Context: an optimization exercise on an open-source flow, tuned for small area. The choices shown serve that exercise and are no tape-out recipe. Function was checked by simulation only, so behaviour that the tests miss may differ from the original. The clock cells of runs 6 and 7 come from the design's own scripts or RTL, not from TritonCTS. The clock port is modelled as an ideal driver, which makes a skipped or thinned clock tree look cheaper than it is; a real chip needs a root buffer or a tree. Power is estimated from default activity; no workload was simulated.

[flow/design.v]
module fifo
#(
    parameter int fifo_depth = 4,
    parameter int fifo_width = 32
)
(
    input logic                    clk,
    input logic                    reset,
    input logic                    push,
    input logic                    pop,
    input logic [fifo_width-1:0]   data_in,
    output logic                   fifo_full,
    output logic                   fifo_empty,
    output logic [fifo_width-1:0]  data_out
);
    logic [fifo_width-1:0] myfifo [fifo_depth-1:0];
    logic [2:0] wr_ptr;
    logic [2:0] rd_ptr;
    logic bit_comp;
    logic [fifo_width-1:0] register1;
    logic [fifo_width-1:0] register2;
    logic [fifo_width-1:0] register3;
    logic [fifo_width-1:0] register4;
    logic d_mux_out1;
    logic d_mux_out2;
    logic d_mux_out3;
    logic d_mux_out4;
    logic clr_wr;
    logic clr_rd;
    always_comb begin
        case (rd_ptr[1:0])
            2'd0: data_out = register1;
            2'd1: data_out = register2;
            2'd2: data_out = register3;
            2'd3: data_out = register4;
            default: data_out = '0;  
        endcase
    end
    always_comb begin
        case (wr_ptr[1:0])
            2'd0: {d_mux_out1, d_mux_out2, d_mux_out3, d_mux_out4} = {push && !fifo_full, 3'b0};
            2'd1: {d_mux_out1, d_mux_out2, d_mux_out3, d_mux_out4} = {1'b0, push && !fifo_full, 2'b0};
            2'd2: {d_mux_out1, d_mux_out2, d_mux_out3, d_mux_out4} = {2'b0, push && !fifo_full, 1'b0};
            2'd3: {d_mux_out1, d_mux_out2, d_mux_out3, d_mux_out4} = {3'b0, push && !fifo_full};
            default: {d_mux_out1, d_mux_out2, d_mux_out3, d_mux_out4} = 4'b0;  
        endcase
    end
    always_ff @(posedge clk or posedge reset) begin
        if (reset) begin
            register1 <= '0;
        end else if (d_mux_out1) begin
            register1 <= data_in;
        end
    end
    always_ff @(posedge clk or posedge reset) begin
        if (reset) begin
            register2 <= '0;
        end else if (d_mux_out2) begin
            register2 <= data_in;
        end
    end
    always_ff @(posedge clk or posedge reset) begin
        if (reset) begin
            register3 <= '0;
        end else if (d_mux_out3) begin
            register3 <= data_in;
        end
    end
    always_ff @(posedge clk or posedge reset) begin
        if (reset) begin
            register4 <= '0;
        end else if (d_mux_out4) begin
            register4 <= data_in;
        end
    end
    always_ff @(posedge clk or posedge reset) begin
        if (reset) begin
            wr_ptr <= '0;
        end else if (push && !fifo_full) begin
            wr_ptr <= wr_ptr + 1;
        end
    end
    always_ff @(posedge clk or posedge reset) begin
        if (reset) begin
            rd_ptr <= '0;
        end else if (pop && !fifo_empty) begin
            rd_ptr <= rd_ptr + 1;
        end    
    end
    always_comb begin
        bit_comp = wr_ptr[2] ^ rd_ptr[2];
    end
    always_comb begin
        fifo_full = bit_comp && (wr_ptr[1:0] == rd_ptr[1:0]);
        fifo_empty = !bit_comp && (wr_ptr[1:0] == rd_ptr[1:0]);
    end
endmodule
[flow/run.sh]
#!/bin/bash
# synth_recipe.tcl (not shown) runs the flow's synth.tcl, then flattens the netlist and writes it again
# the make line also repeats each setting of config.mk as NAME=value (left out here)
make -C /OpenROAD-flow-scripts/flow DESIGN_CONFIG=/design/flow/config.mk WORK_HOME=/design/flow/orfs CLKGATE_MAP_FILE= SYNTH_SCRIPT=/design/flow/synth_recipe.tcl finish
[flow/config.mk]
export PLATFORM = sky130hd
export DESIGN_NAME = fifo
export DESIGN_NICKNAME = fifo
export VERILOG_FILES = /design/flow/design.v
export SDC_FILE = /design/flow/constraint.sdc
export NUM_CORES = 4
export LEC_CHECK = 0
export CAP_MARGIN = 20
export CORE_MARGIN = 2
export CORE_UTILIZATION = 40
export SLEW_MARGIN = 20
[flow/constraint.sdc]
create_clock -name core_clock -period 5.0 [get_ports {clk}]
set_input_delay 1.0000 -clock core_clock [delete_from_list [all_inputs] [get_ports {clk}]]
set_output_delay 1.0000 -clock core_clock [all_outputs]
set_load 0.01 [all_outputs]
==> summary.md, run 1 <==
| Metric | Value |
|---|---|
| Core area | `0.0150 mm^2` |
| Final Setup Violations | `0` |
| Asr flop ratio synth | `1.00` |
| Hold Startpoint | `register4[31]$_DFFE_PP0P_` |
| Global router's overall resource usage | `0.181` |
| Multiplexer share of the synthesized area | `0.294` |
| Part of the Yosys area used for sequential elements | `0.552` |
| Worst Skew | `0.00775 ns` |
| Cell Rows | `between 40 and 50` |
| Top post-synthesis cells by count | `dfrtp_1, mux2_2, inv_1, a222oi_1, mux2i_1` |
| HP Class | `flop to flop` |
| CP Launch Type | `flop` |
| R2r endpoint | `register4[5]$_DFFE_PP0P_` |
| Clock Pin Slew Worst Setup and Hold Paths | `0.06 ns` |
| First-pass GRT wire length | `22,400 um` |
| Clock sink count | `134` |
| Via density | `approximately 5.4` |
| Final nets | `539` |
| Residual DRC | `0` |
| Detail Route Antenna Nets | `0` |
| Reg2reg path depth | `4` |
| Pwr Density | `between 700 and 800 mW/mm^2` |
| Top-count cell post-synth | `dfrtp_1` |
| Buf/Inv on CP | `3` |
| CTS buffer count | `17` |
| CTS Hold Bufs | `0` |
| Main combinational cell family by area after synthesis | `multiplexers` |
| Mapped Area | `between 0.006 and 0.007 mm^2` |
| Setup TNS | `0 ns` |
| RSZ-0062 raised after global routing | `false` |
| Share of cells above drive strength 1 | `0.327` |
| Die area | `0.0162 mm^2` |
| I/O Buffers | `69` |
| Final Power | `roughly 5.8 mW` |
| Clock buffer depth | `2` |
| Fmax | `0.247 GHz` |
| Critical Path Source | `rd_ptr[1]$_DFFE_PP0P_` |
| Final Hold Fails | `0` |
| Slowest cell on the critical path | `ha_1` |
| Root buf cell | `clkbuf_16` |
| GP Congestion | `0.762` |
| Min-Delay Path Depth | `1` |
| Synthesized flop and latch total | `134` |
| Synth Area per Inst | `14.3 um^2` |
| Die span in y | `127 um` |
| Post-synthesis compound-gate area fraction | `0.0721` |
| GRT met2 Usage | `0.304` |
| P_leak | `around 3.2 nW` |
| Worst-path cell chain | `inv_1 -> ha_1 -> buf_4 -> a222oi_1 -> mux2i_1 -> clkdlybuf4s50_1` |
| GRT overflow | `0` |
| Met3 GRT Util | `0.0465` |
| Worst slew pin tran | `1.01 ns` |
| WP data required | `4.00 ns` |
| Slew HR | `0.325` |
| Syn Nets | `469` |
| Postcts setup bufs | `0` |
| Synth top area cells | `dfrtp_1, mux2_2, a222oi_1, mux2i_1, inv_1` |
| MaxCap Viol Count | `0` |
| Post-Synth XOR/XNOR Area | `0.0142` |
| Fill cells | `1,297` |
| Post-synthesis simple-gate area fraction | `0.00577` |
| Maximum VDD drop | `334 uV` |
| Die Span X | `127 um` |
| CP arrival | `about 3.0 ns` |
| Vias in the first global route | `4,094` |
| Slew Viols, Final | `0` |
| Inst Count DP | `664` |
| TritonRoute pass-1 iters | `6` |
| Worst path max stage delay | `0.83 ns` |
| Netlist cell types | `26` |
| Yosys top cell by area | `dfrtp_1` |
| Initial antenna violation count | `1` |
| WL final | `13,400 um` |
| Drt wl/cell | `19.3 um` |
| Met1 usage | `0.230` |
| EDFF count, synth | `0` |
| Most used DFF post-synth | `dfrtp_1` |
| Crit end category | `primary output` |
| Post-layout minimum cycle time | `about 4.0 ns` |
| Largest net degree at the start of global routing | `103` |
| FF-to-FF Start | `wr_ptr[0]$_DFFE_PP0P_` |
| Post_cts resized | `0` |
| Ports | `70` |
| CTS tree | `built` |
| Final non-filler cell total | `697` |
| Worst R2R Setup Slack | `2.39 ns` |
| Final period util | `0.808` |
| Outcome | `timing/DRC/antenna clean` |
| Adder-cell share of the synthesized area | `0.0165` |
| Vias | `3,748` |
| HPWL Detailed | `8360 um` |
| Layout area overhead | `24.0%` |
| Clock Latency Late Sink | `0.42 ns` |
| Hold EP | `register4[31]$_DFFE_PP0P_` |
| Synth Instances | `425` |
| Synth top area share | `0.552` |
| Delay-heaviest family, CP | `buffers and inverters` |
| Global routing's busiest layer | `met2` |
| Syn. warnings | `1` |
| Initial core utilization | `0.404` |
| Number of DRC markers in iteration 0 | `~240` |
| Worst setup path category | `flop to primary output` |
| Critical path peak fanout | `22` |
| H-tree Lvls | `4` |
[cells by family (layout without fill, tap and decap cells)]
group                      after synthesis  count (layout)
muxes                                  162             162
DFF                                    134             134
AOI/OAI and AO/OA                       41              41
other                                    0               1
adders and majority gates                8               8
and+or+nand+nor                          8               8
xor gates and xnor gates                 9               9
buffers and inverters                   63             146
[worst max-delay path by stage]
| stage | endpoint | slack [ns] | cells after the start |
|---|---|---|---|
| final | data_out[21] | 0.96 | 6 |
| after CTS | data_out[21] | 0.93 | 6 |
| after detailed placement | data_out[21] | 1.36 | 6 |
| after global routing | data_out[21] | 0.74 | 6 |
| after floorplan | rd_ptr[0]$_DFFE_PP0P_ | 0.42 | 1 |
| after global placement | register4[30]$_DFFE_PP0P_ | 1.40 | 5 |
[sequential cells by signal (all words and copies together), names as in the netlist]
name       flops
register1     32
register2     32
register3     32
register4     32
rd_ptr         3
wr_ptr         3
[power breakdown]
group          internal (mW)  switching, mW  leakage (nW)
clock                  0.699          0.487         0.280
sequential              1.65          0.316          1.59
combinational           1.43           1.18          1.32
total                   3.78           1.98          3.20
[per-layer routing]
| metal | vias to the layer above | share of wire |
|---|---|---|
| met5 | - | 0 |
| met4 | 0 | 0.014 |
| met3 | 12 | 0.046 |
| met2 | 77 | 0.51 |
| met1 | 1948 | 0.43 |
| li1 | 1711 | - |
[layout make-up]
cell class,count,area [um^2],area share
Inverter,37,144,0.0191
Multi-Input combinational cell,228,2470,0.327
Timing Repair Buffer,77,763,0.101
Clock buffer,18,439,0.0583
Sequential cell,134,3350,0.445
Tap cell,188,235,0.0312
Clock inverter,14,128,0.0169
Antenna cell,1,2.50,0.000332
[cell usage in the layout, fill, tap and decap left out, types with 2 or more instances in the layout]
master and n:
mux2_2 118, mux2i_1 32, xnor2_1 6, xor2_1 2, a31oi_4 2, ha_2 2, mux2_1 12, a222oi_1 32
dfrtp_1 134, clkinv_2 4, clkbuf_16 17, inv_1 36, buf_4 7, inv_6 3, ha_1 6, o31ai_1 2
clkinv_4 6, clkdlybuf4s50_1 69, nor2_1 2, nand2_1 4
[through the flow]
step	area, um^2	hold slack, ns	util	setup WS (ns)
CTS	7530	0.490	0.501	0.928
detailed placement	6960	0.477	0.463	1.36
global route	7530	0.499	0.501	0.743
floorplan	6070	0.457	-	0.417
finish	7530	0.486	0.501	0.959
global placement	6960	0.467	0.463	1.40
==> run 2: changes to the inputs <==
==> flow/design.v (replaced) <==
module fifo
#(
    parameter int fifo_depth = 4,
    parameter int fifo_width = 32
)
(
    input logic                    clk,
    input logic                    reset,
    input logic                    push,
    input logic                    pop,
    input logic [fifo_width-1:0]   data_in,
    output logic                   fifo_full,
    output logic                   fifo_empty,
    output logic [fifo_width-1:0]  data_out
);
    logic [fifo_width-1:0] mem0, mem1, mem2, mem3;
    logic [1:0] sel;
    logic       empty_q;
    logic do_push, do_pop;
    assign fifo_empty = empty_q;
    assign fifo_full  = !empty_q && (sel == 2'd3);
    assign do_push = push && !fifo_full;
    assign do_pop  = pop && !empty_q;
    always_ff @(posedge clk) begin
        if (do_push) begin
            mem0 <= data_in;
            mem1 <= mem0;
            mem2 <= mem1;
            mem3 <= mem2;
        end
    end
    always_ff @(posedge clk or posedge reset) begin
        if (reset) begin
            sel     <= 2'd3;
            empty_q <= 1'b1;
        end else begin
            if (do_push && !do_pop) begin
                sel     <= sel + 2'd1;
                empty_q <= 1'b0;
            end else if (do_pop && !do_push) begin
                sel     <= sel - 2'd1;
                empty_q <= (sel == 2'd0);
            end
        end
    end
    always_comb begin
        case (sel)
            2'd0: data_out = mem0;
            2'd1: data_out = mem1;
            2'd2: data_out = mem2;
            default: data_out = mem3;
        endcase
    end
endmodule
==> run 2 against run 1 <==
Effect of this change: clock power decreased by 9%; power decreased by 29%; sequential power decreased by 16%; final cell count decreased by 28%; non-clock buffer count decreased by 2; final area decreased by 17%; fmax increased by 4.3%; sequential share of layout area increased by 18 points; via count decreased by 31%.
==> summary.md, run 2 <==
| Metric | Value |
|---|---|
| Outcome | `timing/DRC/antenna clean` |
| Asr flop ratio synth | `0.0229` |
| CP Launch Type | `flop` |
| Setup WS pre-CTS | `1.51 ns` |
| Layout area overhead | `27.4%` |
| Syn Nets | `300` |
| Die area | `0.0132 mm^2` |
| Final Power | `4.09 mW` |
| Worst-path cell chain | `ha_2 -> buf_4 -> mux2i_1 -> clkdlybuf4s50_1` |
| Top-count cell post-synth | `edfxtp_1` |
| Final Hold Fails | `0` |
| EDFF count, synth | `about 130` |
| Critical path peak fanout | `28` |
| HPWL Detailed | `5120 um` |
| Pwr Density | `654 mW/mm^2` |
| Worst slew pin tran | `0.947 ns` |
| Netlist cell types | `14` |
| Synth Instances | `259` |
| Worst path max stage delay | `0.82 ns` |
| CTS tree | `built` |
| CP arrival | `2.88 ns` |
| Slew HR | `0.368` |
| Part of the Yosys area used for sequential elements | `0.799` |
| Adder-cell share of the synthesized area | `0.0127` |
| Clock sink count | `around 130` |
| Cell Rows | `40` |
| Reg2reg path depth | `4` |
| Final period util | `0.775` |
| Fmax | `0.258 GHz` |
| Yosys top cell by area | `edfxtp_1` |
| Clock buffer depth | `2` |
| MaxCap Viol Count | `0` |
| RSZ-0062 raised after global routing | `false` |
| Worst setup path category | `flop to primary output` |
| H-tree Lvls | `4` |
| Die Span X | `115 um` |
| Diodes inserted | `0` |
| Post-synthesis compound-gate area fraction | `0.0672` |
| Fin Hold WS | `roughly 0.44 ns` |
| Detail Route Antenna Nets | `0` |
| Main combinational cell family by area after synthesis | `compound AO/OA/AOI/OAI gates` |
| Root buf cell | `clkbuf_16` |
| Inst Count DP | `~470` |
| Ports | `70` |
| Slowest cell on the critical path | `ha_2` |
| Post-Synth XOR/XNOR Area | `0.00357` |
| Postcts setup bufs | `0` |
| GRT overflow | `0` |
| Setup TNS | `0 ns` |
| Post-layout minimum cycle time | `3.88 ns` |
| Number of DRC markers in iteration 0 | `312` |
| Slew Viols, Final | `0` |
| Synth Area per Inst | `19.0 um^2` |
| Crit end category | `primary output` |
| Reg area | `~0.004 mm^2` |
| Final Setup Violations | `0` |
| CTS buffer count | `17` |
| Fill cells | `between 1,000 and 1,500` |
| Multiplexer share of the synthesized area | `0.0652` |
| Most common cell after layout, fill and taps aside | `edfxtp_1` |
| Residual DRC | `0` |
| Most used DFF post-synth | `edfxtp_1` |
| Vias | `2,597` |
| Final non-filler cell total | `499` |
| CTS Hold Bufs | `0` |
| Initial antenna violation count | `0` |
| Vias in the first global route | `2,573` |
| Final nets | `380` |
| Share of cells above drive strength 1 | `0.0909` |
| Largest net degree at the start of global routing | `65` |
| Initial core utilization | `0.409` |
| Synthesized flop and latch total | `131` |
| Min-Delay Path Depth | `0` |
| P_leak | `roughly 2.2 nW` |
| Top post-synthesis cells by count | `edfxtp_1, inv_1, a222oi_1, mux2i_1, buf_2` |
| Clock Latency Late Sink | `0.41 ns` |
| Drt wl/cell | `17.6 um` |
| HP Class | `flop to flop` |
| First-pass GRT wire length | `14,300 um` |
| Mapped Area | `0.00491 mm^2` |
| Core area | `0.0120 mm^2` |
| Clock Pin Slew Worst Setup and Hold Paths | `0.05 ns` |
| WL final | `8790 um` |
| Syn. warnings | `1` |
| Maximum VDD drop | `256 uV` |
| GP Congestion | `0.725` |
| Synth top area cells | `edfxtp_1, a222oi_1, mux2i_1, inv_1, dfstp_2` |
| Most frequent cells in the layout | `edfxtp_1, clkdlybuf4s50_1, inv_1` |
| Synth top area share | `0.782` |
| Area taken by multi-input logic gates | `773 um^2` |
| Via density | `5.20` |
| Global router's overall resource usage | `0.147` |
| Post_cts resized | `0` |
| TritonRoute pass-1 iters | `7` |
| Die span in y | `115 um` |
| Final WS setup | `roughly 1.1 ns` |
| Post-synthesis simple-gate area fraction | `0.00662` |
| I/O Buffers | `69` |
| WP data required | `4.00 ns` |
| Worst Skew | `0.00677 ns` |
## run 2: changes by cell type in the layout (fill, tap and decap cells not counted), moves of 3 or more
| cell | before | now |
|---|---|---|
| dfrtp_1 | 134 | 0 |
| clkbuf_1 | 0 | 6 |
| mux2_2 | 118 | 0 |
| edfxtp_1 | 0 | 128 |
| clkinv_1 | 0 | 5 |
| dfstp_2 | 0 | 3 |
| clkinv_4 | 6 | 0 |
| inv_6 | 3 | 0 |
| mux2_1 | 12 | 0 |
| xnor2_1 | 6 | 1 |
## run 2: layer usage
metal  GRT usage  wire length (um)  up-vias
met5           0                 0        -
met4      0.0578               102        0
met3      0.0554               684        7
met2       0.205              3960      114
met1       0.210              4050     1276
li1            -                 -     1200
## run 2: logic make-up (layout without fill, tap and decap cells)
| kind of cell | Yosys count | in the layout |
|---|---|---|
| xor+xnor | 2 | 2 |
| simple gates | 6 | 6 |
| mux | 32 | 32 |
| flops | 131 | 131 |
| fa+ha+maj | 5 | 5 |
| compound gates | 34 | 34 |
| buf+inv | 49 | 142 |
## run 2: final timing paths
kind | start | to | slack, ns
setup / recovery | sel[0]$_DFFE_PP1P_ | data_out[13] | 1.12
hold / removal | mem1[2]$_DFFE_PP_ | mem2[2]$_DFFE_PP_ | 0.44
setup reg to reg | sel[0]$_DFFE_PP1P_ | mem2[29]$_DFFE_PP_ | 2.44
hold reg to reg | mem1[2]$_DFFE_PP_ | mem2[2]$_DFFE_PP_ | 0.44
max in group asynchronous | reset | sel[0]$_DFFE_PP1P_ | 4.00
min in group asynchronous | reset | sel[1]$_DFFE_PP1P_ | 0.98
## run 2: worst max-delay path, delay by kind of cell, from the launching register on
family	cells	cell delay [ns]
fa+ha+maj	1	0.82
mux	1	0.20
flops	1	0.56
buf+inv	2	0.87
## run 2: report_power, final
part	switching, mW	internal, mW	leakage [nW]
clock	0.408	0.671	0.250
sequential	0.106	1.54	1.27
combinational	0.684	0.684	0.724
total	1.20	2.90	2.24
## run 2: per-stage QoR
stage,instance area (um^2),utilization
after floorplan,4920,-
after global placement,5750,0.478
after detailed placement,5750,0.478
after CTS,6260,0.521
after global routing,6260,0.521
final,6260,0.521
## run 2: layout make-up
cell class	count	share of cell area
Multi-Input combinational cell	79	0.124
Sequential cell	131	0.627
Clock inverter	9	0.0102
Tap cell	147	0.0294
Timing Repair Buffer	75	0.118
Inverter	35	0.0210
Clock buffer	23	0.0716
==> run 3: changes to the inputs <==
==> flow/flow/run.sh (new file) <==
#!/bin/bash
# Own layout flow: the standard synthesis and layout, with smaller
# cells for the port buffers and the clock tree, and no dummy clock loads.
set -euo pipefail
WORK=$(pwd)

bash standard.sh synth > "$WORK/make_synth.log" 2>&1

bash standard.sh \
  "BUFFER_PORTS_ARGS=-buffer_cell sky130_fd_sc_hd__buf_1" \
  "CTS_ARGS=-sink_clustering_enable -repair_clock_nets -dont_use_dummy_load -buf_list {sky130_fd_sc_hd__clkbuf_4 sky130_fd_sc_hd__clkbuf_2}" \
  finish > "$WORK/make_finish.log" 2>&1
==> flow/standard.sh (new file) <==
#!/bin/bash
# synth_recipe.tcl (not shown) runs the flow's synth.tcl, then flattens the netlist and writes it again
# the make line also repeats each setting of config.mk as NAME=value (left out here)
make -C /OpenROAD-flow-scripts/flow DESIGN_CONFIG=/design/flow/config.mk WORK_HOME=/design/flow/orfs CLKGATE_MAP_FILE= SYNTH_SCRIPT=/design/flow/synth_recipe.tcl "${@:-finish}"
removed: flow/run.sh
==> run 3 against run 2 <==
Effect of this change: highest routed layer unchanged; global-route usage down 0.47 points; still clean on timing, DRC and antenna; non-clock buffer count down 2; critical path type unchanged; critical path depth up 2; critical endpoint is now data_out[21].
==> summary.md, run 3 <==
| Metric | Value |
|---|---|
| Outcome | `timing/DRC/antenna clean` |
| Part of the Yosys area used for sequential elements | `0.799` |
| Initial antenna violation count | `1` |
| Drt wl/cell | `roughly 18 um` |
| Root buf cell | `clkbuf_4` |
| Core area | `0.0120 mm^2` |
| Final non-filler cell total | `483` |
| TritonRoute pass-1 iters | `7` |
| Clock Pin Slew Worst Setup and Hold Paths | `approximately 0.1 ns` |
| Syn. warnings | `1` |
| Worst slew pin tran | `0.851 ns` |
| Global routing's busiest layer | `met2` |
| Detail Route Antenna Nets | `0` |
| Fmax | `0.287 GHz` |
| Asr flop ratio synth | `0.0229` |
| Die Span X | `115 um` |
| Most used DFF post-synth | `edfxtp_1` |
| EDFF count, synth | `roughly 130` |
| Synth top area share | `0.782` |
| CTS buffer count | `17` |
| WL final | `8830 um` |
| Vias in the first global route | `2,537` |
| Die area | `0.0132 mm^2` |
| Via density | `around 5.3` |
| GP Congestion | `0.663` |
| Largest net degree at the start of global routing | `69` |
| Final period util | `0.696` |
| RSZ-0062 raised after global routing | `false` |
| Met1 usage | `0.198` |
| Netlist cell types | `14` |
| Slew HR | `0.433` |
| Worst Skew | `0.0290 ns` |
| First-pass GRT wire length | `13,700 um` |
| WP data required | `approximately 4.0 ns` |
| Cell Rows | `40` |
| Inst Count DP | `465` |
| Pwr Density | `585 mW/mm^2` |
| Top post-synthesis cells by count | `edfxtp_1, inv_1, a222oi_1, mux2i_1, buf_2` |
| HP Class | `flop to flop` |
| Crit end category | `primary output` |
| Most frequent cells in the layout | `edfxtp_1, buf_1, inv_1` |
| Top-count cell post-synth | `edfxtp_1` |
| Post_cts resized | `0` |
| Mapped Area | `0.00491 mm^2` |
| Clock Latency Late Sink | `0.52 ns` |
| CP arrival | `~2.5 ns` |
| I/O Buffers | `slightly below 70` |
| CP Launch Type | `flop` |
| Syn Nets | `300` |
| Synth top area cells | `edfxtp_1, a222oi_1, mux2i_1, inv_1, dfstp_2` |
| Synthesized flop and latch total | `131` |
| Share of cells above drive strength 1 | `0.0806` |
| CTS Hold Bufs | `0` |
| H-tree Lvls | `4` |
| P_leak | `1.88 nW` |
| Ports | `70` |
| Postcts setup bufs | `0` |
| Final Setup Violations | `0` |
| Yosys top cell by area | `edfxtp_1` |
| Die span in y | `approximately 110 um` |
| Critical path peak fanout | `27` |
| HPWL Detailed | `around 4700 um` |
| Number of DRC markers in iteration 0 | `321` |
| Most common cell after layout, fill and taps aside | `edfxtp_1` |
| Synth Area per Inst | `19.0 um^2` |
| Worst setup path category | `flop to primary output` |
| Setup TNS | `0 ns` |
| Clock buffer depth | `2` |
| Final Hold Fails | `0` |
| MaxCap Viol Count | `0` |
| Clock sink count | `between 100 and 150` |
| Residual DRC | `0` |
| GRT met2 Usage | `0.200` |
| Met3 GRT Util | `0.0548` |
| Layout area overhead | `10.8%` |
| GRT overflow | `0` |
| Final nets | `378` |
| Fin Hold WS | `approximately 0.43 ns` |
| Slew Viols, Final | `0` |
| Initial core utilization | `0.409` |
| CTS tree | `built` |
| Vias | `about 2,500` |
| Maximum VDD drop | `206 uV` |
| Synth Instances | `259` |
| Global router's overall resource usage | `0.142` |
| Post-layout minimum cycle time | `3.48 ns` |
[run 3: cell counts after synthesis]
No cell type changed its count.
[run 3: cell type report]
class | instances | area (um^2)
flip-flops and latches | 131 | 3920
multi-input cells | 79 | 786
repair buffers | 73 | 289
clock buffers | 17 | 128
well taps | 147 | 184
fillers | 1097 | 6570
diodes | 1 | 2.50
inverters | 35 | 131
[run 3: worst paths after layout]
check	startpoint	to	slack (ns)	cells after the start
setup / recovery	sel[1]$_DFFE_PP1P_	data_out[21]	1.52	6
hold / removal	mem0[21]$_DFFE_PP_	mem1[21]$_DFFE_PP_	0.43	0
setup reg to reg	sel[0]$_DFFE_PP1P_	empty_q$_DFFE_PP1P_	2.12	7
hold reg to reg	mem0[21]$_DFFE_PP_	mem1[21]$_DFFE_PP_	0.43	0
max in group asynchronous	reset	empty_q$_DFFE_PP1P_	4.43	2
min in group asynchronous	reset	sel[1]$_DFFE_PP1P_	0.55	2
[run 3: report_power, final]
group          switching [mW]  internal, mW
clock                   0.314         0.155
sequential              0.108          1.54
combinational           0.685         0.387
total                    1.11          2.08
[run 3: logic make-up after synthesis]
family,Yosys count,share of synthesized area
DFF,131,0.799
and+or+nand+nor,6,0.00662
adders and majority gates,5,0.0127
muxes,32,0.0652
xor gates and xnor gates,2,0.00357
AOI/OAI and AO/OA,34,0.0672
buffers and inverters,49,0.0461
[run 3: critical path, stage by stage, from the launching register on]
cell	delay (ns)
dfstp_2	0.58
inv_1	0.07
ha_1	0.30
buf_4	0.31
a222oi_1	0.43
mux2i_1	0.13
buf_1	0.16
[run 3: stage by stage]
stage               area (um^2)  power (mW)  setup slack, ns   util
detailed placement         5310        2.77             2.06  0.442
finish                     5440        3.19             1.52  0.453
floorplan                  4920        2.40             1.19      -
global route               5440        3.39             1.39  0.453
CTS                        5440        3.25             1.49  0.453
global placement           5300        2.73             1.80  0.441
[run 3: metal layers]
| metal | vias up | part of all wire |
|---|---|---|
| li1 | 1179 | - |
| met1 | 1249 | 0.46 |
| met2 | 103 | 0.45 |
| met3 | 7 | 0.075 |
| met4 | 0 | 0.012 |
| met5 | - | 0 |
==> run 4: changes to the inputs <==
==> flow/design.v (replaced) <==
module fifo
#(
    parameter int fifo_depth = 4,
    parameter int fifo_width = 32
)
(
    input logic                    clk,
    input logic                    reset,
    input logic                    push,
    input logic                    pop,
    input logic [fifo_width-1:0]   data_in,
    output logic                   fifo_full,
    output logic                   fifo_empty,
    output logic [fifo_width-1:0]  data_out
);
    logic [fifo_width-1:0] mem0, mem1, mem2, mem3;
    logic [1:0] nsel;
    logic       nonempty;
    logic [3:0] rsel;
    logic do_push, do_pop;
    assign fifo_empty = !nonempty;
    assign fifo_full  = nonempty && (nsel == 2'd0);
    assign do_push = push && !fifo_full;
    assign do_pop  = pop && nonempty;
    always_ff @(posedge clk) begin
        if (do_push) begin
            mem0 <= data_in;
            mem1 <= mem0;
            mem2 <= mem1;
            mem3 <= mem2;
        end
    end
    always_ff @(posedge clk or posedge reset) begin
        if (reset) begin
            nsel     <= 2'd0;
            nonempty <= 1'b0;
        end else begin
            if (do_push && !do_pop) begin
                nsel     <= nsel - 2'd1;
                nonempty <= 1'b1;
            end else if (do_pop && !do_push) begin
                nsel     <= nsel + 2'd1;
                nonempty <= (nsel != 2'd3);
            end
        end
    end
    assign rsel[0] = (nsel == 2'd3);
    assign rsel[1] = (nsel == 2'd2);
    assign rsel[2] = (nsel == 2'd1);
    assign rsel[3] = (nsel == 2'd0);
    for (genvar i = 0; i < fifo_width; i++) begin : g_rd
        fifo_rdbit u_rd (
            .sel(rsel),
            .d({mem3[i], mem2[i], mem1[i], mem0[i]}),
            .q(data_out[i])
        );
    end
endmodule
module fifo_rdbit (
    input  logic [3:0] sel,
    input  logic [3:0] d,
    output logic       q
);
    logic n3, n1;
    fifo_aoi3  u_a (.s(sel[2:0]), .d(d[2:0]), .y(n3));
    fifo_nand2 u_b (.a(sel[3]), .b(d[3]), .y(n1));
    fifo_nand2 u_c (.a(n3), .b(n1), .y(q));
endmodule
module fifo_aoi3 (
    input  logic [2:0] s,
    input  logic [2:0] d,
    output logic       y
);
    assign y = ~|(s & d);
endmodule
module fifo_nand2 (
    input  logic a,
    input  logic b,
    output logic y
);
    assign y = ~(a & b);
endmodule
--- a/flow/config.mk
+++ b/flow/config.mk
@@ -9,3 +9,5 @@
 export CORE_MARGIN = 2
 export CORE_UTILIZATION = 40
 export SLEW_MARGIN = 20
+export SYNTH_HIERARCHICAL = 1
+export SYNTH_MINIMUM_KEEP_SIZE = 0
==> run 4 against run 3 <==
Effect of this change: still clean; hold slack lost 0.087 ns; die area shrank 5.4%; via count shrank 1.4%; utilization grew 0.97 points; combinational power is essentially flat; critical path depth shrank 1; final cell count is the same; flip-flop and latch count is the same; largest cell class unchanged; highest routed layer unchanged.
==> summary.md, run 4 <==
| Metric | Value |
|---|---|
| Final non-filler cell total | `483` |
| Diodes inserted | `0` |
| WL final | `around 8400 um` |
| Residual DRC | `0` |
| Setup TNS | `0 ns` |
| CP arrival | `2.31 ns` |
| Vias | `2,503` |
| Top post-synthesis cells by count | `edfxtp_1, nand2_1, a222oi_1, ha_1, inv_1` |
| CTS tree | `built` |
| HPWL Detailed | `between 4000 and 5000 um` |
| CP Launch Type | `flop` |
| MaxCap Viol Count | `0` |
| Clock Latency Late Sink | `0.50 ns` |
| Synth top area cells | `edfxtp_1, a222oi_1, nand2_1, dfrtp_1, ha_1` |
| FF-to-FF Start | `nsel[0]$_DFFE_PP0P_` |
| Ports | `70` |
| GRT overflow | `0` |
| Synth Instances | `~250` |
| Largest net degree at the start of global routing | `around 130` |
| EDFF count, synth | `128` |
| First-pass GRT wire length | `13,400 um` |
| Vias in the first global route | `2,552` |
| H-tree Lvls | `4` |
| Layout area overhead | `13.4%` |
| Critical Path Source | `nsel[0]$_DFFE_PP0P_` |
| Most common cell after layout, fill and taps aside | `edfxtp_1` |
| Crit path to | `data_out[24]` |
| Syn Nets | `291` |
| Most frequent cells in the layout | `edfxtp_1, buf_1, nand2_1` |
| CTS buffer count | `17` |
| Post_cts resized | `0` |
| Clock Pin Slew Worst Setup and Hold Paths | `around 0.090 ns` |
| Worst-path cell chain | `ha_1 -> buf_4 -> a222oi_1 -> nand2_1 -> buf_1` |
| Worst setup path category | `flop to primary output` |
| Synthesized flop and latch total | `131` |
| Part of the Yosys area used for sequential elements | `0.845` |
| Final nets | `384` |
| Initial core utilization | `0.408` |
| Worst slew pin tran | `0.710 ns` |
| Slowest cell on the critical path | `dfrtp_1` |
| Drt wl/cell | `17.4 um` |
| Worst Skew | `0.0189 ns` |
| Asr flop ratio synth | `0.0229` |
| Global router's overall resource usage | `0.142` |
| Synth Area per Inst | `18.6 um^2` |
| Pwr Density | `616 mW/mm^2` |
| Syn. warnings | `7` |
| Inst Count DP | `around 470` |
| Fmax | `0.302 GHz` |
| RSZ-0062 raised after global routing | `false` |
| Postcts setup bufs | `0` |
| GP Congestion | `0.727` |
| Worst R2R Setup Slack | `2.20 ns` |
| Netlist cell types | `14` |
| Most used DFF post-synth | `edfxtp_1` |
| Maximum VDD drop | `236 uV` |
| Root buf cell | `clkbuf_4` |
| Cell Rows | `39` |
| Die area | `roughly 0.012 mm^2` |
| Post-layout minimum cycle time | `3.31 ns` |
| Crit end category | `primary output` |
| Initial antenna violation count | `0` |
| Mapped Area | `0.00464 mm^2` |
| Final period util | `0.661` |
| Die span in y | `approximately 110 um` |
| Worst path max stage delay | `0.43 ns` |
| Clock sink count | `131` |
| Yosys top cell by area | `edfxtp_1` |
| CTS Hold Bufs | `0` |
| Outcome | `timing/DRC/antenna clean` |
| R2r endpoint | `nsel[0]$_DFFE_PP0P_` |
| Die Span X | `112 um` |
| Detail Route Antenna Nets | `0` |
| Slew HR | `0.527` |
| Top-count cell post-synth | `edfxtp_1` |
| Slew Viols, Final | `0` |
| I/O Buffers | `69` |
| Fill cells | `1,020` |
| WP data required | `4.00 ns` |
| Share of cells above drive strength 1 | `0.0706` |
| Final Hold Fails | `0` |
| Number of DRC markers in iteration 0 | `300` |
| Core area | `0.0114 mm^2` |
| Via density | `5.18` |
| Synth top area share | `0.828` |
| P_leak | `1.81 nW` |
| Clock buffer depth | `2` |
| Critical path peak fanout | `20` |
| Final Setup Violations | `0` |
| HP Class | `input port to asynchronous set/reset pin` |
| TritonRoute pass-1 iters | `7` |
| Reg2reg path depth | `9` |
run 4: cells by family after synthesis:
kind of cell	share of synthesized area
buf+inv	0.00324
fa+ha+maj	0.0162
simple gates	0.0604
flops	0.845
xor+xnor	0.00189
compound gates	0.0736
run 4: worst min-delay path by stage:
stage          slack [ns]                   end  cells after the start
2_1_floorplan        0.43     mem1[0]$_DFFE_PP_                      0
3_3_place_gp         0.43     mem2[9]$_DFFE_PP_                      0
3_5_place_dp         0.44     mem3[8]$_DFFE_PP_                      0
4_1_cts              0.29  nonempty$_DFFE_PP0P_                      2
5_1_grt              0.29  nonempty$_DFFE_PP0P_                      2
6_report             0.34  nonempty$_DFFE_PP0P_                      2
run 4: routing by layer:
metal | up-vias | global-route usage | wire [um]
met5 | - | 0 | 0
met4 | 0 | 0.0593 | 73
met2 | 91 | 0.213 | 4130
met3 | 4 | 0.0533 | 600
li1 | 1199 | - | -
met1 | 1209 | 0.189 | 3580
run 4: power breakdown:
group	internal, mW	leakage, nW	switching, mW
Combinational	0.339	0.478	0.704
Clock	0.155	0.0782	0.303
Sequential	1.62	1.25	0.121
Total	2.11	1.81	1.13
run 4: area by class of cell:
cell class / instances / area, um^2 / share of cell area
clock buffers: 17 / 128 / 0.0243
inverters: 4 / 15.0 / 0.00285
multi-input cells: 114 / 713 / 0.136
flip-flops and latches: 131 / 3920 / 0.745
well taps: 143 / 179 / 0.0340
repair buffers: 74 / 309 / 0.0587
run 4: worst max-delay path, delay by kind of cell, from the launching register on:
kind,cells,cell delay (ns)
compound gates,1,0.37
fa+ha+maj,1,0.43
buf+inv,2,0.46
flops,1,0.43
simple gates,1,0.13
run 4: Yosys stat by module (local to each module, per instance), excerpt:
module	copies in the design	flops+latches
fifo	1	131
fifo_aoi3	32	0
fifo_nand2	64	0
run 4: per-stage QoR:
step                cell area [um^2]  hold WS [ns]  setup WS, ns  power [mW]   util
floorplan                       4650         0.425         0.868        2.40      -
global placement                5130         0.428          2.20        2.81  0.452
detailed placement              5130         0.435          2.11        2.84  0.452
CTS                             5260         0.292          1.61        3.31  0.463
global route                    5260         0.289          1.48        3.48  0.463
finish                          5260         0.342          1.69        3.24  0.463
==> run 5: changes to the inputs <==
--- a/flow/design.v
+++ b/flow/design.v
@@ -30,18 +30,17 @@
             mem3 <= mem2;
         end
     end
+    logic chg, up;
+    assign chg = do_push ^ do_pop;
+    assign up  = do_pop;
     always_ff @(posedge clk or posedge reset) begin
         if (reset) begin
             nsel     <= 2'd0;
             nonempty <= 1'b0;
-        end else begin
-            if (do_push && !do_pop) begin
-                nsel     <= nsel - 2'd1;
-                nonempty <= 1'b1;
-            end else if (do_pop && !do_push) begin
-                nsel     <= nsel + 2'd1;
-                nonempty <= (nsel != 2'd3);
-            end
+        end else if (chg) begin
+            nsel[0]  <= !nsel[0];
+            nsel[1]  <= nsel[1] ^ (up ~^ nsel[0]);
+            nonempty <= !(up && nsel == 2'd3);
         end
     end
     assign rsel[0] = (nsel == 2'd3);
==> run 5 against run 4 <==
Effect of this change: final area shrank 0.67%; via count grew 3.9%; flip-flop and latch count is the same; synthesized area shrank 0.11%; critical path type unchanged; clock power is essentially flat; sequential power is essentially flat; global-route usage grew 0.20 points; synthesized cell count grew 1.2%; largest power group unchanged; combinational power shrank 9%; sequential share of layout area grew 0.50 points.
==> summary.md, run 5 <==
| Metric | Value |
|---|---|
| Crit end category | `primary output` |
| GP Congestion | `0.685` |
| Clock Latency Late Sink | `roughly 0.48 ns` |
| Utilization after layout | `0.460` |
| Synth Instances | `252` |
| I/O Buffers | `69` |
| Worst-path cell chain | `inv_1 -> nor2_4 -> a222oi_1 -> nand2_1 -> buf_1` |
| GRT met2 Usage | `0.201` |
| HPWL Detailed | `4820 um` |
| Pwr Density | `around 600 mW/mm^2` |
| GRT overflow | `0` |
| Global router's overall resource usage | `0.144` |
| Vias | `2,600` |
| Slew HR | `0.384` |
| Cell Rows | `39` |
| Post-layout minimum cycle time | `3.45 ns` |
| Met3 GRT Util | `0.0555` |
| RSZ-0062 raised after global routing | `false` |
| Clock buffer depth | `2` |
| Ports | `70` |
| Drt wl/cell | `17.8 um` |
| Synth Area per Inst | `between 15 and 20 um^2` |
| Clock sink count | `131` |
| Share of cells above drive strength 1 | `0.0767` |
| Setup WS pre-CTS | `~2.1 ns` |
| Outcome | `timing/DRC/antenna clean` |
| MaxCap Viol Count | `0` |
| WP data required | `approximately 4 ns` |
| CP Launch Type | `flop` |
| CP arrival | `2.45 ns` |
| Maximum VDD drop | `527 uV` |
| Detail Route Antenna Nets | `0` |
| Netlist cell types | `22` |
| Die Span X | `112 um` |
| Initial antenna violation count | `0` |
| Final Power | `3.13 mW` |
| Synth top area cells | `edfxtp_1, a222oi_1, nand2_1, dfrtp_1, inv_1` |
| Slew Viols, Final | `0` |
| Setup TNS | `0 ns` |
| Met1 usage | `0.214` |
| Fmax | `0.290 GHz` |
| Mapped Area | `0.00463 mm^2` |
| Synthesized flop and latch total | `131` |
| Final WS setup | `1.55 ns` |
| Global routing's busiest layer | `met1` |
| Worst R2R Setup Slack | `approximately 3.0 ns` |
| Yosys top cell by area | `edfxtp_1` |
| Top post-synthesis cells by count | `edfxtp_1, nand2_1, a222oi_1, inv_1, dfrtp_1` |
| Diodes inserted | `0` |
| Worst Skew | `about 0.033 ns` |
| Final nets | `about 380` |
| P_leak | `1.76 nW` |
| Asr flop ratio synth | `0.0229` |
| Buf/Inv on CP | `2` |
| Via density | `5.39` |
| Worst setup path category | `flop to primary output` |
| Final Hold Fails | `0` |
| FF-to-FF Start | `nsel[1]$_DFFE_PP0P_` |
| First-pass GRT wire length | `approximately 14,000 um` |
| Final non-filler cell total | `482` |
| Layout area overhead | `12.8%` |
| CTS tree | `built` |
| Final period util | `0.690` |
| Worst slew pin tran | `slightly above 0.9 ns` |
| Synth top area share | `0.829` |
| WL final | `8590 um` |
| CTS buffer count | `17` |
| Delay-heaviest family, CP | `simple AND/OR/NAND/NOR gates` |
| Reg2reg path depth | `3` |
| Syn. warnings | `7` |
| EDFF count, synth | `128` |
| Die span in y | `about 110 um` |
| Inst Count DP | `465` |
| Final Setup Violations | `0` |
| Root buf cell | `clkbuf_4` |
| Clock Pin Slew Worst Setup and Hold Paths | `0.11 ns` |
| Worst path max stage delay | `0.72 ns` |
| Post_cts resized | `0` |
| Residual DRC | `0` |
| Slowest cell on the critical path | `nor2_4` |
| Top-count cell post-synth | `edfxtp_1` |
| HP Class | `input port to asynchronous set/reset pin` |
| CTS Hold Bufs | `0` |
| Part of the Yosys area used for sequential elements | `0.846` |
| Critical path peak fanout | `32` |
| Number of DRC markers in iteration 0 | `445` |
| Most common cell after layout, fill and taps aside | `edfxtp_1` |
| Postcts setup bufs | `0` |
| Die area | `~0.012 mm^2` |
| Vias in the first global route | `2,577` |
| R2r endpoint | `mem3[11]$_DFFE_PP_` |
| Syn Nets | `288` |
| Most frequent cells in the layout | `edfxtp_1, buf_1, nand2_1` |
| TritonRoute pass-1 iters | `6` |
| Core area | `0.0114 mm^2` |
| Initial core utilization | `0.408` |
| Largest net degree at the start of global routing | `69` |
| Most used DFF post-synth | `edfxtp_1` |
| Fill cells | `1,024` |
| H-tree Lvls | `4` |
[run 5: worst reg2reg max path, cell delays in order, from the launching register on]
cell and delay, ns:
dfrtp_1 0.59, nor3_1 0.19, nor2b_4 0.14, buf_4 0.65
[run 5: per-stage QoR]
| step | hold WS [ns] | instance area [um^2] |
|---|---|---|
| floorplan | 0.425 | 4640 |
| global route | 0.290 | 5230 |
| detailed placement | 0.433 | 5100 |
| global placement | 0.429 | 5100 |
| CTS | 0.306 | 5230 |
| finish | 0.344 | 5230 |
[run 5: cells by family after synthesis]
logic type	after synthesis	synth area share
flip-flops	131	0.846
buffers and inverters	6	0.00729
XOR/XNOR	1	0.00189
AND/OR/NAND/NOR	74	0.0645
AO/OA/AOI/OAI	40	0.0807
[run 5: how the worst max path moves through the flow]
stage	cells after the start	endpoint	start
2_1_floorplan	1	mem0[0]$_DFFE_PP_	push
3_3_place_gp	5	data_out[16]	nsel[0]$_DFFE_PP0P_
3_5_place_dp	5	data_out[19]	nsel[0]$_DFFE_PP0P_
4_1_cts	5	data_out[19]	nsel[0]$_DFFE_PP0P_
5_1_grt	5	data_out[3]	nsel[0]$_DFFE_PP0P_
6_report	5	data_out[3]	nsel[0]$_DFFE_PP0P_
[run 5: Yosys stat by module, one instance, submodules excluded, a selection]
module | copies in the design | area [um^2]
fifo | 1 | 4070
fifo_nand2 | 64 | 3.75
fifo_aoi3 | 32 | 10.0
[run 5: cell type report]
type | instances | area (um^2) | share of cell area
inverters | 4 | 15.0 | 0.00287
multi-input cells | 115 | 706 | 0.135
repair buffers | 72 | 282 | 0.0539
well taps | 143 | 179 | 0.0342
flip-flops and latches | 131 | 3920 | 0.750
clock buffers | 17 | 128 | 0.0244
[run 5: layer usage]
metal	up-vias	routed length [um]
met1	1271	3920
met2	121	3890
li1	1203	-
met3	5	721
met4	0	59
met5	-	0
[run 5: report_power, final]
part / internal, mW / switching, mW
Sequential: 1.60 / 0.132
Clock: 0.156 / 0.303
Combinational: 0.289 / 0.656
==> run 6: changes to the inputs <==
==> flow/flow/run.sh (replaced) <==
#!/bin/bash
# Own layout flow: the standard synthesis and layout, with the smallest
# buffer on the ports and a hand-built clock tree (flow/mcts.tcl) in place
# of TritonCTS.
set -euo pipefail
WORK=$(pwd)

bash standard.sh synth > "$WORK/make_synth.log" 2>&1

export MCTS_LEAVES=${MCTS_LEAVES:-4}
export MCTS_LEAF_CELL=${MCTS_LEAF_CELL:-sky130_fd_sc_hd__clkbuf_16}
export MCTS_ROOT_CELL=${MCTS_ROOT_CELL:-}
bash standard.sh \
  "BUFFER_PORTS_ARGS=-buffer_cell sky130_fd_sc_hd__buf_1" \
  "PRE_CTS_TCL=$WORK/flow/mcts.tcl" \
  finish > "$WORK/make_finish.log" 2>&1
==> flow/flow/mcts.tcl (new file) <==
proc mcts_split {items k} {
  # items: list of {iterm x y}; split into k groups of near-equal size
  if {$k <= 1 || [llength $items] < 2} { return [list $items] }
  set xs [lmap i $items {lindex $i 1}]; set ys [lmap i $items {lindex $i 2}]
  set w [expr {[tcl::mathfunc::max {*}$xs] - [tcl::mathfunc::min {*}$xs]}]
  set h [expr {[tcl::mathfunc::max {*}$ys] - [tcl::mathfunc::min {*}$ys]}]
  set ix [expr {$w >= $h ? 1 : 2}]
  set s [lsort -integer -index $ix $items]
  set k1 [expr {$k / 2}]
  set m [expr {int(round([llength $s] * double($k1) / $k))}]
  return [concat [mcts_split [lrange $s 0 [expr {$m-1}]] $k1] \
                 [mcts_split [lrange $s $m end] [expr {$k-$k1}]]]
}

proc manual_cts {clkname depth leafcell rootcell} {
  set db [ord::get_db]
  set block [ord::get_db_block]
  set net [[$block findBTerm $clkname] getNet]
  set items {}
  foreach it [$net getITerms] {
    set inst [$it getInst]
    set loc [$inst getLocation]
    set m [$inst getMaster]
    set cx [expr {[lindex $loc 0] + [$m getWidth]/2}]
    set cy [expr {[lindex $loc 1] + [$m getHeight]/2}]
    lappend items [list $it $cx $cy]
  }
  set groups [mcts_split $items $depth]
  set srcnet $net
  if {$rootcell ne ""} {
    # root buffer at the centre of all sinks
    set xs [lmap i $items {lindex $i 1}]; set ys [lmap i $items {lindex $i 2}]
    set rx [expr {int(([tcl::mathfunc::max {*}$xs] + [tcl::mathfunc::min {*}$xs])/2)}]
    set ry [expr {int(([tcl::mathfunc::max {*}$ys] + [tcl::mathfunc::min {*}$ys])/2)}]
    set rb [odb::dbInst_create $block [$db findMaster $rootcell] "clkbuf_root"]
    $rb setLocation $rx $ry
    $rb setPlacementStatus PLACED
    set rnet [odb::dbNet_create $block "clknet_root"]
    $rnet setSigType CLOCK
    [$rb findITerm A] connect $net
    [$rb findITerm X] connect $rnet
    set srcnet $rnet
  }
  set n 0
  foreach g $groups {
    set xs [lmap i $g {lindex $i 1}]; set ys [lmap i $g {lindex $i 2}]
    set gx [expr {int(([tcl::mathfunc::max {*}$xs] + [tcl::mathfunc::min {*}$xs])/2)}]
    set gy [expr {int(([tcl::mathfunc::max {*}$ys] + [tcl::mathfunc::min {*}$ys])/2)}]
    set b [odb::dbInst_create $block [$db findMaster $leafcell] "clkbuf_leaf_$n"]
    $b setLocation $gx $gy
    $b setPlacementStatus PLACED
    set nn [odb::dbNet_create $block "clknet_leaf_$n"]
    $nn setSigType CLOCK
    [$b findITerm A] connect $srcnet
    [$b findITerm X] connect $nn
    foreach i $g {
      set it [lindex $i 0]
      $it disconnect
      $it connect $nn
    }
    incr n
  }
  puts "manual_cts: [llength $groups] leaf buffers ($leafcell), root $rootcell"
}

# This file is sourced inside a proc, so its settings are set as globals.
# The clock port's name, from the SDC.
set ::mcts_clk_port [get_full_name [lindex [get_property [lindex [all_clocks] 0] sources] 0]]
set ::mcts_leaves $::env(MCTS_LEAVES)
set ::mcts_leaf_cell $::env(MCTS_LEAF_CELL)
set ::mcts_root_cell [expr {[info exists ::env(MCTS_ROOT_CELL)] ? $::env(MCTS_ROOT_CELL) : ""}]

rename ::clock_tree_synthesis ::tritoncts_clock_tree_synthesis
proc ::clock_tree_synthesis {args} {
  manual_cts $::mcts_clk_port $::mcts_leaves $::mcts_leaf_cell $::mcts_root_cell
  set_propagated_clock [all_clocks]
}
==> run 6 against run 5 <==
Effect of this change: critical endpoint unchanged; critical path depth unchanged; die area stayed put; synthesized area unchanged; fmax rose by 9.8%; sequential power about the same; final area fell by 0.53%.
==> summary.md, run 6 <==
| Metric | Value |
|---|---|
| Global router's overall resource usage | `0.130` |
| Final WS setup | `~1.9 ns` |
| Area taken by multi-input logic gates | `706 um^2` |
| Die area | `~0.012 mm^2` |
| Worst-path cell chain | `inv_1 -> nor2_4 -> a222oi_1 -> nand2_1 -> buf_1` |
| Initial core utilization | `0.408` |
| Slowest cell on the critical path | `nor2_4` |
| Clock Pin Slew Worst Setup and Hold Paths | `0.12 ns` |
| Post-layout minimum cycle time | `between 3 and 4 ns` |
| Number of DRC markers in iteration 0 | `between 400 and 500` |
| RSZ-0062 raised after global routing | `false` |
| Most common cell after layout, fill and taps aside | `edfxtp_1` |
| Yosys top cell by area | `edfxtp_1` |
| GRT met2 Usage | `0.194` |
| Critical path peak fanout | `32` |
| HP Class | `flop to flop` |
| WP data required | `roughly 4.0 ns` |
| CP arrival | `~2.1 ns` |
| Inst Count DP | `around 470` |
| CTS Hold Bufs | `0` |
| Synth Area per Inst | `approximately 18 um^2` |
| Clock Latency Late Sink | `0.17 ns` |
| Netlist cell types | `22` |
| Vias in the first global route | `approximately 2,500` |
| Finished Cell Area | `0.00520 mm^2` |
| Met3 GRT Util | `0.0196` |
| Most frequent cells in the layout | `edfxtp_1, buf_1, nand2_1` |
| Slew HR | `0.380` |
| Setup TNS | `0 ns` |
| GRT overflow | `0` |
| Syn. warnings | `7` |
| Final Hold Fails | `0` |
| Layout area overhead | `12.2%` |
| Placed instance area | `~0.005 mm^2` |
| Pwr Density | `between 500 and 600 mW/mm^2` |
| P_leak | `1.73 nW` |
| Setup WS pre-CTS | `2.10 ns` |
| Global routing's busiest layer | `met1` |
| Largest net degree at the start of global routing | `69` |
| Reg area | `0.00392 mm^2` |
| Top post-synthesis cells by count | `edfxtp_1, nand2_1, a222oi_1, inv_1, dfrtp_1` |
| EDFF count, synth | `128` |
| Outcome | `timing/DRC/antenna clean` |
| Synth Instances | `252` |
| Drt wl/cell | `17.9 um` |
| Worst path max stage delay | `roughly 0.72 ns` |
| Post_cts resized | `0` |
| I/O Buffers | `69` |
| Final nets | `roughly 360` |
| WL final | `8410 um` |
| Crit end category | `primary output` |
| Delay-heaviest family, CP | `simple AND/OR/NAND/NOR gates` |
| Via density | `roughly 5.3` |
| Vias | `about 2,500` |
| Postcts setup bufs | `0` |
| Part of the Yosys area used for sequential elements | `0.846` |
| Worst setup path category | `flop to primary output` |
| Initial antenna violation count | `0` |
| Synth top area share | `0.829` |
| Most used DFF post-synth | `edfxtp_1` |
| Final Power | `3.08 mW` |
| Syn Nets | `288` |
| Synth top area cells | `edfxtp_1, a222oi_1, nand2_1, dfrtp_1, inv_1` |
| MaxCap Viol Count | `0` |
| First-pass GRT wire length | `roughly 13,000 um` |
| GP Congestion | `0.685` |
| Ports | `70` |
| CP Launch Type | `flop` |
| Buf/Inv on CP | `2` |
| Final period util | `0.628` |
| Top-count cell post-synth | `edfxtp_1` |
| Worst Skew | `between 0.007 and 0.008 ns` |
| Fill cells | `roughly 1,000` |
| Mapped Area | `approximately 0.0046 mm^2` |
| Final Setup Violations | `0` |
| TritonRoute pass-1 iters | `9` |
| HPWL Detailed | `~4800 um` |
| Final non-filler cell total | `469` |
| Slew Viols, Final | `0` |
| Worst slew pin tran | `0.928 ns` |
| Die Span X | `112 um` |
| Die span in y | `around 110 um` |
| Asr flop ratio synth | `0.0229` |
| Fmax | `0.319 GHz` |
| Maximum VDD drop | `523 uV` |
| Synthesized flop and latch total | `131` |
| Met1 usage | `0.213` |
| Residual DRC | `0` |
| Share of cells above drive strength 1 | `0.0399` |
| Diodes inserted | `0` |
| Detail Route Antenna Nets | `0` |
| Core area | `0.0114 mm^2` |
| Cell Rows | `39` |
-- run 6: per-layer routing --
metal	wire, um	up-vias
met3	762	2
met4	48	0
li1	-	1178
met1	3820	1201
met2	3780	121
met5	0	-
-- run 6: cell families (layout without fill, tap and decap cells) --
kind of cell | Yosys count | count (layout) | synth area share
xor+xnor | 1 | 1 | 0.00189
flops | 131 | 131 | 0.846
buf+inv | 6 | 80 | 0.00729
compound gates | 40 | 40 | 0.0807
simple gates | 74 | 74 | 0.0645
-- run 6: layout make-up --
type / instances / share of cell area
Timing Repair Buffer: 72 / 0.0541
Buffer: 4 / 0.0192
Tap cell: 143 / 0.0344
Multi-Input combinational cell: 115 / 0.136
Inverter: 4 / 0.00289
Sequential cell: 131 / 0.754
-- run 6: final timing paths --
path	endpoint	startpoint	slack (ns)	depth (start not counted)
setup / recovery	data_out[3]	nsel[0]$_DFFE_PP0P_	1.86	5
hold / removal	mem2[11]$_DFFE_PP_	mem1[11]$_DFFE_PP_	0.46	0
setup reg to reg	mem2[14]$_DFFE_PP_	nsel[1]$_DFFE_PP0P_	3.00	3
hold reg to reg	mem2[11]$_DFFE_PP_	mem1[11]$_DFFE_PP_	0.46	0
max in group asynchronous	nonempty$_DFFE_PP0P_	reset	4.21	2
min in group asynchronous	nsel[1]$_DFFE_PP0P_	reset	0.65	2
-- run 6: Yosys stat by module (local to each module, per instance), excerpt --
module      area [um^2]  cells inside  copies in the design  flops+latches
fifo               4070           156                     1            131
fifo_nand2         3.75             1                    64              0
fifo_aoi3          10.0             1                    32              0
-- run 6: through the flow --
stage,utilization,hold WS [ns]
floorplan,-,0.425
global placement,0.449,0.429
detailed placement,0.449,0.433
CTS,0.457,0.462
global route,0.457,0.471
finish,0.457,0.461
-- run 6: where the power goes --
| group | internal [mW] | switching [mW] | total (mW) |
|---|---|---|---|
| combinational | 0.289 | 0.658 | 0.947 |
| sequential | 1.60 | 0.132 | 1.73 |
| clock | 0.150 | 0.252 | 0.401 |
==> run 7: changes to the inputs <==
--- a/flow/flow/run.sh
+++ b/flow/flow/run.sh
@@ -1,7 +1,8 @@
 #!/bin/bash
 # Own layout flow: the standard synthesis and layout, with the smallest
 # buffer on the ports and a hand-built clock tree (flow/mcts.tcl) in place
-# of TritonCTS.
+# of TritonCTS, and smaller drive strengths where the loads allow
+# (flow/downsize.tcl).
 set -euo pipefail
 WORK=$(pwd)
 
@@ -13,4 +14,5 @@
 bash standard.sh \
   "BUFFER_PORTS_ARGS=-buffer_cell sky130_fd_sc_hd__buf_1" \
   "PRE_CTS_TCL=$WORK/flow/mcts.tcl" \
+  "POST_CTS_TCL=$WORK/flow/downsize.tcl" \
   finish > "$WORK/make_finish.log" 2>&1
==> flow/flow/downsize.tcl (new file) <==
# Sourced as POST_CTS_TCL: after CTS and its timing repair, downsize
# combinational cells: for each instance, try the smaller cells of
# the same function (smallest first) and keep the first that leaves no
# max-slew, max-capacitance or max-fanout violation and keeps setup and hold
# slack at or above the given floors. Registers are left as they are.
proc ds_violations {} {
  set n 0
  incr n [sta::max_slew_violation_count]
  incr n [sta::max_capacitance_violation_count]
  return $n
}

proc downsize_cells {setup_floor hold_floor} {
  estimate_parasitics -placement
  set saved 0.0
  set changed 0
  foreach inst [get_cells *] {
    set cell [get_property $inst ref_name]
    if {[regexp {tap|fill|decap} $cell]} { continue }
    set lc [get_lib_cells */$cell]
    if {[regexp {__(e?df|sdf|sedf|dl)} $cell]} { continue }
    if {[string match "*clkbuf*" $cell] || [string match "*tap*" $cell] || [string match "*fill*" $cell]} { continue }
    # the same function in other drive strengths: same name but the suffix
    set fam [regsub {_[0-9]+$} $cell ""]
    set equivs [get_lib_cells */${fam}_*]
    set area0 [get_property $lc area]
    set cands {}
    foreach e $equivs {
      set a [get_property $e area]
      if {![regexp "^${fam}_\[0-9\]+\$" [get_name $e]]} { continue }
      if {$a < $area0 && ![regexp {lpflow|probe} [get_name $e]]} { lappend cands [list $e $a] }
    }
    if {$cands eq ""} { continue }
    set cands [lsort -real -index 1 $cands]
    set base_viol [ds_violations]
    foreach c $cands {
      set e [lindex $c 0]
      replace_cell $inst [get_name $e]
      set ok 1
      if {[ds_violations] > $base_viol} { set ok 0 }
      if {$ok && [sta::worst_slack_cmd max] < $setup_floor} { set ok 0 }
      if {$ok && [sta::worst_slack_cmd min] < $hold_floor} { set ok 0 }
      if {$ok} {
        set saved [expr {$saved + $area0 - [lindex $c 1]}]
        incr changed
        puts "downsize: [get_full_name $inst] $cell -> [get_name $e]"
        break
      }
      replace_cell $inst $cell
    }
  }
  puts "downsize: $changed cells, [format %.2f $saved] um2 saved"
}

downsize_cells 0.3e-9 0.05e-9
==> run 7 against run 6 <==
Effect of this change: routed wire length is 0.39% higher; hold slack barely moved; clock skew barely moved; flip-flop and latch count unchanged; critical endpoint unchanged.
==> summary.md, run 7 <==
| Metric | Value |
|---|---|
| Post-layout minimum cycle time | `approximately 3.2 ns` |
| Core area | `0.0114 mm^2` |
| Setup TNS | `0 ns` |
| Synth Instances | `approximately 250` |
| HP Class | `flop to flop` |
| Residual DRC | `0` |
| Slew Viols, Final | `0` |
| Synth top area share | `0.829` |
| Main combinational cell family by area after synthesis | `compound AO/OA/AOI/OAI gates` |
| Clock Latency Late Sink | `0.17 ns` |
| WP data required | `4.00 ns` |
| Multiplexer share of the synthesized area | `0` |
| Part of the Yosys area used for sequential elements | `0.846` |
| Yosys top cell by area | `edfxtp_1` |
| Initial antenna violation count | `0` |
| Syn. warnings | `7` |
| GP Congestion | `0.685` |
| Most common cell after layout, fill and taps aside | `edfxtp_1` |
| Global router's overall resource usage | `0.130` |
| R2r endpoint | `mem1[20]$_DFFE_PP_` |
| Net Sw Power | `1.05 mW` |
| Reg area | `0.00392 mm^2` |
| Final Hold Fails | `0` |
| Fill cells | `1,014` |
| Netlist cell types | `22` |
| Ports | `70` |
| CP arrival | `2.16 ns` |
| Cell Rows | `39` |
| Die Span X | `112 um` |
| Final period util | `0.633` |
| Crit end category | `primary output` |
| Clock Pin Slew Worst Setup and Hold Paths | `0.12 ns` |
| Most used DFF post-synth | `edfxtp_1` |
| Min-Delay Path Depth | `0` |
| Drt wl/cell | `18.0 um` |
| Hold Startpoint | `mem1[11]$_DFFE_PP_` |
| RSZ-0062 raised after global routing | `false` |
| Post-Synth XOR/XNOR Area | `0.00189` |
| Pint | `a little over 2 mW` |
| Final WS setup | `1.84 ns` |
| Worst slew pin tran | `0.954 ns` |
| Synth top area cells | `edfxtp_1, a222oi_1, nand2_1, dfrtp_1, inv_1` |
| Mapped Area | `0.00463 mm^2` |
| WL final | `8440 um` |
| Clock power frac | `0.132` |
| Die area | `between 0.01 and 0.015 mm^2` |
| Most frequent cells in the layout | `edfxtp_1, buf_1, nand2_1` |
| Die span in y | `112 um` |
| Net Sw Frac | `0.340` |
| Power share of the combinational group | `0.306` |
| Asr flop ratio synth | `0.0229` |
| GRT overflow | `0` |
| Vias in the first global route | `2,459` |
| Number of DRC markers in iteration 0 | `372` |
| Fmax | `0.316 GHz` |
| Met3 GRT Util | `0.0196` |
| Vias | `2,532` |
| Post-synthesis compound-gate area fraction | `0.0807` |
| Share of cells above drive strength 1 | `0.0337` |
| P_leak | `between 1.5 and 2 nW` |
| HPWL Detailed | `4820 um` |
| TritonRoute pass-1 iters | `8` |
| MaxCap Viol Count | `0` |
| Top-count cell post-synth | `edfxtp_1` |
| Hold EP | `mem2[11]$_DFFE_PP_` |
| GRT met2 Usage | `0.195` |
| Via density | `roughly 5.4` |
| Synth Area per Inst | `~18 um^2` |
| Adder-cell share of the synthesized area | `0` |
| Pwr Density | `593 mW/mm^2` |
| Worst R2R Setup Slack | `roughly 3 ns` |
| Critical path peak fanout | `32` |
| Final Setup Violations | `0` |
| Slew HR | `0.362` |
| Initial core utilization | `0.408` |
| Syn Nets | `288` |
| Layout area overhead | `12.0%` |
| Top post-synthesis cells by count | `edfxtp_1, nand2_1, a222oi_1, inv_1, dfrtp_1` |
| Detail Route Antenna Nets | `0` |
| Synthesized flop and latch total | `131` |
| Met1 usage | `0.213` |
| Worst Skew | `0.00744 ns` |
| Final nets | `364` |
| Reg2reg path depth | `3` |
| Outcome | `timing/DRC/antenna clean` |
| Area taken by multi-input logic gates | `697 um^2` |
| EDFF count, synth | `128` |
| Sequential share of power | `0.562` |
| CP Launch Type | `flop` |
| I/O Buffers | `69` |
| Global routing's busiest layer | `met1` |
| FF-to-FF Start | `nsel[1]$_DFFE_PP0P_` |
| Setup WS pre-CTS | `2.10 ns` |
| Maximum VDD drop | `522 uV` |
| First-pass GRT wire length | `between 10,000 and 15,000 um` |
| Largest net degree at the start of global routing | `between 60 and 70` |
| Post-synthesis simple-gate area fraction | `0.0645` |
| Diodes inserted | `0` |
| Worst setup path category | `flop to primary output` |
-- run 7: stage by stage --
step | instance area (um^2) | hold slack, ns | utilization | power, mW | cells
after floorplan | 4640 | 0.425 | - | 2.34 | 252
after global placement | 5100 | 0.429 | 0.449 | 2.69 | 465
after detailed placement | 5100 | 0.433 | 0.449 | 2.72 | 465
after global routing | 5190 | 0.471 | 0.456 | 3.27 | 469
final | 5190 | 0.461 | 0.456 | 3.08 | 469
-- run 7: metal layers --
layer,part of all wire,routed length (um)
met5,0,0
met1,0.46,3920
met4,0.0057,48
met2,0.44,3730
met3,0.088,742
-- run 7: worst max-delay path: stages, from the launching register on --
cell,delay [ns]
dfrtp_1,0.54
inv_1,0.15
nor2_4,0.75
a222oi_1,0.20
nand2_1,0.16
buf_1,0.17
-- run 7: per-module statistics from Yosys, one instance, submodules excluded, a selection --
module | cells inside | copies in the design
fifo | 156 | 1
fifo_aoi3 | 1 | 32
fifo_nand2 | 1 | 64
-- run 7: how the worst max path moves through the flow --
stage,startpoint,end,slack (ns),cells after the start
floorplan,push,mem0[0]$_DFFE_PP_,0.23,1
global placement,nsel[0]$_DFFE_PP0P_,data_out[16],2.16,5
detailed placement,nsel[0]$_DFFE_PP0P_,data_out[19],2.10,5
global route,nsel[0]$_DFFE_PP0P_,data_out[3],1.70,5
finish,nsel[0]$_DFFE_PP0P_,data_out[3],1.84,5
-- run 7: layout make-up --
cell class,instances,area share
buffer,4,0.0193
multi-input combinational,115,0.134
timing repair buffer,72,0.0538
inverter,4,0.00289
sequential,131,0.755
tap,143,0.0345
-- run 7: cells by family after synthesis --
family	after synthesis
DFF	131
AOI/OAI and AO/OA	40
buffers and inverters	6
and+or+nand+nor	74
xor gates and xnor gates	1
-- run 7: power groups by stage --
stage | clock, mW | combinational (mW) | sequential, mW
floorplan | 0 | 0.620 | 1.72
detailed placement | 0 | 0.966 | 1.75
global placement | 0 | 0.960 | 1.73
finish | 0.405 | 0.942 | 1.73
global route | 0.456 | 1.06 | 1.76

==> afterwards: timing with drivers on the ports <==
In the flow no input, the clock included, has a driving cell. The finished layouts below were timed again as built, in two steps. Step 1 (the two cells are an assumption about what drives the block):
set clk [get_ports {clk}]
set_driving_cell -lib_cell sky130_fd_sc_hd__clkbuf_16 $clk
set_driving_cell -lib_cell sky130_fd_sc_hd__buf_2 [delete_from_list [all_inputs] $clk]
Step 2, shift: input delay + t, output delay - t, t = (earliest + latest rising clock arrival at the registers) / 2. This alone moves slack from input paths to output paths. a / b / c = no drivers / after step 1 / after step 2; a / b = the first two.
run | shift t [ns] | slack for setup (ns) | hold slack, ns | worst data-port slew with drivers (ns)
run 1 | 0.462 | 0.959 / 0.916 / 1.377 | 0.486 / 0.486 / 0.486 | 0.07
run 2 | 0.439 | 1.124 / 1.088 / 1.527 | 0.443 / 0.443 / 0.443 | 0.04
run 3 | 0.536 | 1.518 / 1.486 / 2.021 | 0.428 / 0.428 / 0.428 | 0.04
run 4 | 0.520 | 1.694 / 1.663 / 2.184 | 0.342 / 0.332 / 0.448 | 0.03
run 5 | 0.495 | 1.551 / 1.520 / 2.015 | 0.344 / 0.332 / 0.413 | 0.03
run 6 | 0.249 | 1.860 / 1.783 / 2.032 | 0.461 / 0.461 / 0.461 | 0.03
run 7 | 0.251 | 1.836 / 1.758 / 2.008 | 0.461 / 0.461 / 0.461 | 0.03
After both steps every run listed still meets setup and hold.
